From an optimization exercise on the open Yosys and OpenROAD flow, aimed at small area, a short achievable clock period and few clock cycles; shortcuts taken in it are not production practice. In this exercise RTL edits were held to simulation tests only and were not proved equivalent to the original.

==> inputs of run a <==
==> flow/design.v (excerpt) <==
module mandel_engine (
    input  logic        clk,
    input  logic        reset,
    input  logic        start,
    input  logic [10:0] x,
    input  logic [10:0] y,
    input  logic [31:0] zoom,
    input  logic [31:0] real_center,
    input  logic [31:0] imag_center,
    input  logic [9:0]  max_iter,
    input  logic        stall,
    output logic        valid,
    output logic [9:0]  depth
);
==> module depth_engine, before the edit <==
module depth_engine (
    input  logic        clk,
    input  logic        reset,
    input  logic        start,
    input  logic        stall,
    input  logic [9:0]  max_iter,
    input  logic [31:0] op_re_a,
    input  logic [31:0] op_re_b,
    input  logic [31:0] add_re,
    input  logic [31:0] op_im_a,
    input  logic [31:0] op_im_b,
    input  logic [31:0] add_im,
    input  logic        b_re,
    input  logic        b_im,
    output logic        valid,
    output logic [9:0]  depth
);
    logic [31:0] re_z, im_z, re_cr, im_cr;
    logic [9:0]  count;
    logic        running, map1, map2, hold;
    logic [31:0] re_next, im_next;
    logic        escaped;
    logic b_re_r, b_im_r;
    always_ff @(posedge clk) begin
        b_re_r <= b_re;
        b_im_r <= b_im;
    end
    mandel_step step (
        .re_z(re_z), .im_z(im_z), .re_c(re_cr), .im_c(im_cr),
        .corr1(~(map1 & b_re_r)), .corr2(map2 & b_im_r),
        .re_next(re_next), .im_next(im_next), .escaped(escaped)
    );
    logic escv;
    logic [31:0] re_s, im_s;
    wire periodic = running & (count != 10'd1) & (re_z == re_s) & (im_z == im_s);
    wire save     = running & ((count[2:0] == 3'd0) | (count == 10'd1));
    wire active = start | running;
    wire term   = escv | periodic | (count >= max_iter);
    always_ff @(posedge clk) begin
        if (save) begin
            re_s <= re_z;
            im_s <= im_z;
        end
    end
    always_ff @(posedge clk) begin
        if (running) begin
            re_z <= re_next;
            im_z <= im_next;
        end else if (map2) begin
            re_z <= re_cr;
            im_z <= im_next;
        end else if (map1) begin
            re_z <= op_im_a;
            im_z <= op_im_b;
        end else begin
            re_z <= op_re_a;
            im_z <= op_re_b;
        end
        if (map1) re_cr <= im_next;
        if (map2) im_cr <= im_next;
        else if (map1) im_cr <= add_im;
        else if (!running) im_cr <= add_re;
    end
    always_ff @(posedge clk) begin
        if (reset) begin
            count   <= '0;
            escv    <= 1'b0;
            running <= 1'b0;
            map1    <= 1'b0;
            map2    <= 1'b0;
            hold    <= 1'b0;
            valid   <= 1'b0;
        end else begin
            valid <= 1'b0;
            map1  <= 1'b0;
            map2  <= map1;
            if (map2) running <= 1'b1;
            escv  <= running & ~term & escaped;
            if (active) begin
                if (!escv) count <= periodic ? max_iter + 10'd1 : count + 10'd1;
                if (term) begin
                    running <= 1'b0;
                    hold    <= stall;
                    valid   <= ~stall;
                end else if (start) begin
                    map1 <= 1'b1;
                end
            end else begin
                if (hold) begin
                    hold  <= stall;
                    valid <= ~stall;
                end
                if (valid) count <= '0;
            end
        end
    end
    assign depth = count;
endmodule
clock: 15.0 ns
lec_check: 0
cap_margin: 20
core_margin: 2
core_utilization: 50
place_density: 0.65
slew_margin: 20
synth_hierarchical: 1
synth_minimum_keep_size: 0
standard.sh (not shown) runs the stock make flow with config.mk's settings and CLKGATE_MAP_FILE= SYNTH_SCRIPT=/design/flow/synth_recipe.tcl, a recipe that flattens the netlist after the stock synthesis.
==> flow/flow/run.sh <==
#!/bin/bash
set -euo pipefail
export SETUP_SLACK_MARGIN=7
bash standard.sh > standard.log 2>&1
==> inputs of run b, as changes to run a <==
--- a/flow/design.v
+++ b/flow/design.v
@@ -5407,4 +5407,5 @@
     wire active = start | running;
     wire term   = escv | periodic | (count >= max_iter);
+    wire fire   = active & term;        
     always_ff @(posedge clk) begin
         if (save) begin
@@ -5413,4 +5414,18 @@
         end
     end
+    logic       stall_r;
+    logic [9:0] limit1;                 
+    logic [9:0] result;
+    always_comb begin
+        if (hold || escv) result = count;
+        else if (periodic) result = limit1;
+        else result = count + 10'd1;
+    end
+    assign valid = ~reset & ~stall_r & ((running & term) | hold);
+    assign depth = result;
+    always_ff @(posedge clk) begin
+        stall_r <= stall;
+        limit1  <= max_iter + 10'd1;
+    end
     always_ff @(posedge clk) begin
         if (running) begin
@@ -5440,30 +5455,20 @@
             map2    <= 1'b0;
             hold    <= 1'b0;
-            valid   <= 1'b0;
         end else begin
-            valid <= 1'b0;
-            map1  <= 1'b0;
-            map2  <= map1;
-            if (map2) running <= 1'b1;
-            escv  <= running & ~term & escaped;
-            if (active) begin
-                if (!escv) count <= periodic ? max_iter + 10'd1 : count + 10'd1;
-                if (term) begin
-                    running <= 1'b0;
-                    hold    <= stall;
-                    valid   <= ~stall;
-                end else if (start) begin
-                    map1 <= 1'b1;
-                end
-            end else begin
-                if (hold) begin
-                    hold  <= stall;
-                    valid <= ~stall;
-                end
-                if (valid) count <= '0;
+            map1    <= start & ~term;
+            map2    <= map1;
+            running <= map2 | (running & ~term);
+            escv    <= running & ~term & escaped;
+            if (valid) begin
+                count <= '0;
+                hold  <= 1'b0;
+            end else if (fire) begin           
+                count <= result;
+                hold  <= 1'b1;
+            end else if (active) begin
+                count <= count + 10'd1;
             end
         end
     end
-    assign depth = count;
 endmodule
 module fa (input logic a, input logic b, input logic c, output logic s, output logic co);
Settings changed: CORE_UTILIZATION 50 to 60, PLACE_DENSITY 0.65 to 0.72.
==> inputs of run c, as changes to run a <==
--- a/flow/design.v
+++ b/flow/design.v
@@ -5407,4 +5407,5 @@
     wire active = start | running;
     wire term   = escv | periodic | (count >= max_iter);
+    wire fire   = active & term;        
     always_ff @(posedge clk) begin
         if (save) begin
@@ -5413,4 +5414,18 @@
         end
     end
+    logic       stall_r;
+    logic [9:0] limit1;                 
+    logic [9:0] result;
+    always_comb begin
+        if (hold || escv) result = count;
+        else if (periodic) result = limit1;
+        else result = count + 10'd1;
+    end
+    assign valid = ~reset & ~stall_r & ((running & term) | hold);
+    assign depth = result;
+    always_ff @(posedge clk) begin
+        stall_r <= stall;
+        limit1  <= max_iter + 10'd1;
+    end
     always_ff @(posedge clk) begin
         if (running) begin
@@ -5440,30 +5455,20 @@
             map2    <= 1'b0;
             hold    <= 1'b0;
-            valid   <= 1'b0;
         end else begin
-            valid <= 1'b0;
-            map1  <= 1'b0;
-            map2  <= map1;
-            if (map2) running <= 1'b1;
-            escv  <= running & ~term & escaped;
-            if (active) begin
-                if (!escv) count <= periodic ? max_iter + 10'd1 : count + 10'd1;
-                if (term) begin
-                    running <= 1'b0;
-                    hold    <= stall;
-                    valid   <= ~stall;
-                end else if (start) begin
-                    map1 <= 1'b1;
-                end
-            end else begin
-                if (hold) begin
-                    hold  <= stall;
-                    valid <= ~stall;
-                end
-                if (valid) count <= '0;
+            map1    <= start & ~term;
+            map2    <= map1;
+            running <= map2 | (running & ~term);
+            escv    <= running & ~term & escaped;
+            if (valid) begin
+                count <= '0;
+                hold  <= 1'b0;
+            end else if (fire) begin           
+                count <= result;
+                hold  <= 1'b1;
+            end else if (active) begin
+                count <= count + 10'd1;
             end
         end
     end
-    assign depth = count;
 endmodule
 module fa (input logic a, input logic b, input logic c, output logic s, output logic co);
Settings changed: ABC_AREA set to 1.
==> inputs of run d, as changes to run a <==
--- a/flow/design.v
+++ b/flow/design.v
@@ -5407,4 +5407,5 @@
     wire active = start | running;
     wire term   = escv | periodic | (count >= max_iter);
+    wire fire   = active & term;        
     always_ff @(posedge clk) begin
         if (save) begin
@@ -5413,4 +5414,18 @@
         end
     end
+    logic       stall_r;
+    logic [9:0] limit1;                 
+    logic [9:0] result;
+    always_comb begin
+        if (hold || escv) result = count;
+        else if (periodic) result = limit1;
+        else result = count + 10'd1;
+    end
+    assign valid = ~reset & ~stall_r & ((running & term) | hold);
+    assign depth = result;
+    always_ff @(posedge clk) begin
+        stall_r <= stall;
+        limit1  <= max_iter + 10'd1;
+    end
     always_ff @(posedge clk) begin
         if (running) begin
@@ -5440,30 +5455,20 @@
             map2    <= 1'b0;
             hold    <= 1'b0;
-            valid   <= 1'b0;
         end else begin
-            valid <= 1'b0;
-            map1  <= 1'b0;
-            map2  <= map1;
-            if (map2) running <= 1'b1;
-            escv  <= running & ~term & escaped;
-            if (active) begin
-                if (!escv) count <= periodic ? max_iter + 10'd1 : count + 10'd1;
-                if (term) begin
-                    running <= 1'b0;
-                    hold    <= stall;
-                    valid   <= ~stall;
-                end else if (start) begin
-                    map1 <= 1'b1;
-                end
-            end else begin
-                if (hold) begin
-                    hold  <= stall;
-                    valid <= ~stall;
-                end
-                if (valid) count <= '0;
+            map1    <= start & ~term;
+            map2    <= map1;
+            running <= map2 | (running & ~term);
+            escv    <= running & ~term & escaped;
+            if (valid) begin
+                count <= '0;
+                hold  <= 1'b0;
+            end else if (fire) begin           
+                count <= result;
+                hold  <= 1'b1;
+            end else if (active) begin
+                count <= count + 10'd1;
             end
         end
     end
-    assign depth = count;
 endmodule
 module fa (input logic a, input logic b, input logic c, output logic s, output logic co);
==> results.txt <==
quantity	run b	run a	run c	run d
Status	finished clean	finished clean	finished clean	finished clean
Metal1 wirelength	90500 µm	93100 µm	113000 µm	97000 µm
Core Util, Final	65.3%	54.4%	52.9%	54.5%
Worst reg2reg path depth	23	24	24	26
Capture endpoint of the worst hold path	engine.count[0]	engine.im_s[2]	engine.hold	engine.re_s[6]
Arr. time, crit path	5.09 ns	8.26 ns	8.13 ns	8.25 ns
Post CTS Setup Buffer Count	30	23	3	16
Number of cells on the critical path	10	24	24	26
CP endpoint kind	output port	flop	flop	flop
Count of placed standard cells in the final layout, fillers left out	8678	8960	11000	9012
Starting density of the core	60.7%	50.4%	50.3%	50.5%
First drt pass iteration count	11	10	8	10
Synthesized flop and latch total	220	210	220	220
Clock latency (worst-skew pair)	0.66 ns	0.62 ns	0.64 ns	0.62 ns
Non-clock buffers, area share	5.65%	5.84%	3.35%	5.36%
CP max FO	24	34	46	32
# clock sinks	220	210	220	220
DP Area	72600 µm²	72700 µm²	78000 µm²	73100 µm²
Number of instances in the synthesized netlist	7317	7244	9186	7317
Footprint of the flip-flops and latches	5870 µm²	5650 µm²	5760 µm²	5850 µm²
Testbench counts of run a, summed over its fixed seeds: cycles 49,389.
Testbench counts of run b, summed over its fixed seeds: cycles 48,109.
Testbench counts of run c, summed over its fixed seeds: cycles 48,109.
Testbench counts of run d, summed over its fixed seeds: cycles 48,109.

-- re-timing with driven ports --
The flow's constraints put no driver on any port. The routed layouts listed below were extracted and timed again, unchanged, in two steps.
Step 1, drivers: a clkbuf_16 drives clk and a buf_2 each remaining input, both assumed.
Step 2 also shifts input and output timing later by t, the mid clock arrival at the registers, as if the neighbouring blocks saw the same clock.
Three values: ideal, step 1, step 2; two values: the first two.
| run | t, ns | setup WS [ns] | worst setup path at the end | latest minus earliest clock arrival (ns) | worst register clock-pin slew, ns |
|---|---|---|---|---|---|
| run a | 0.669 | 7.070 / 7.070 / 6.909 | input to register | 0.034 / 0.033 | 0.07 / 0.07 |
| run b | 0.722 | 6.907 / 6.828 / 6.573 | input to register | 0.041 / 0.040 | 0.07 / 0.07 |
| run c | 0.699 | 7.200 / 7.188 / 7.188 | input to output | 0.052 / 0.052 | 0.09 / 0.09 |
| run d | 0.675 | 7.075 / 7.075 / 6.604 | input to register | 0.018 / 0.018 | 0.07 / 0.07 |
After both steps setup and hold are still met in every run listed. For run d, which loses most, drivers alone change the setup slack by 0.000 ns; drivers and shift together by -0.471 ns.
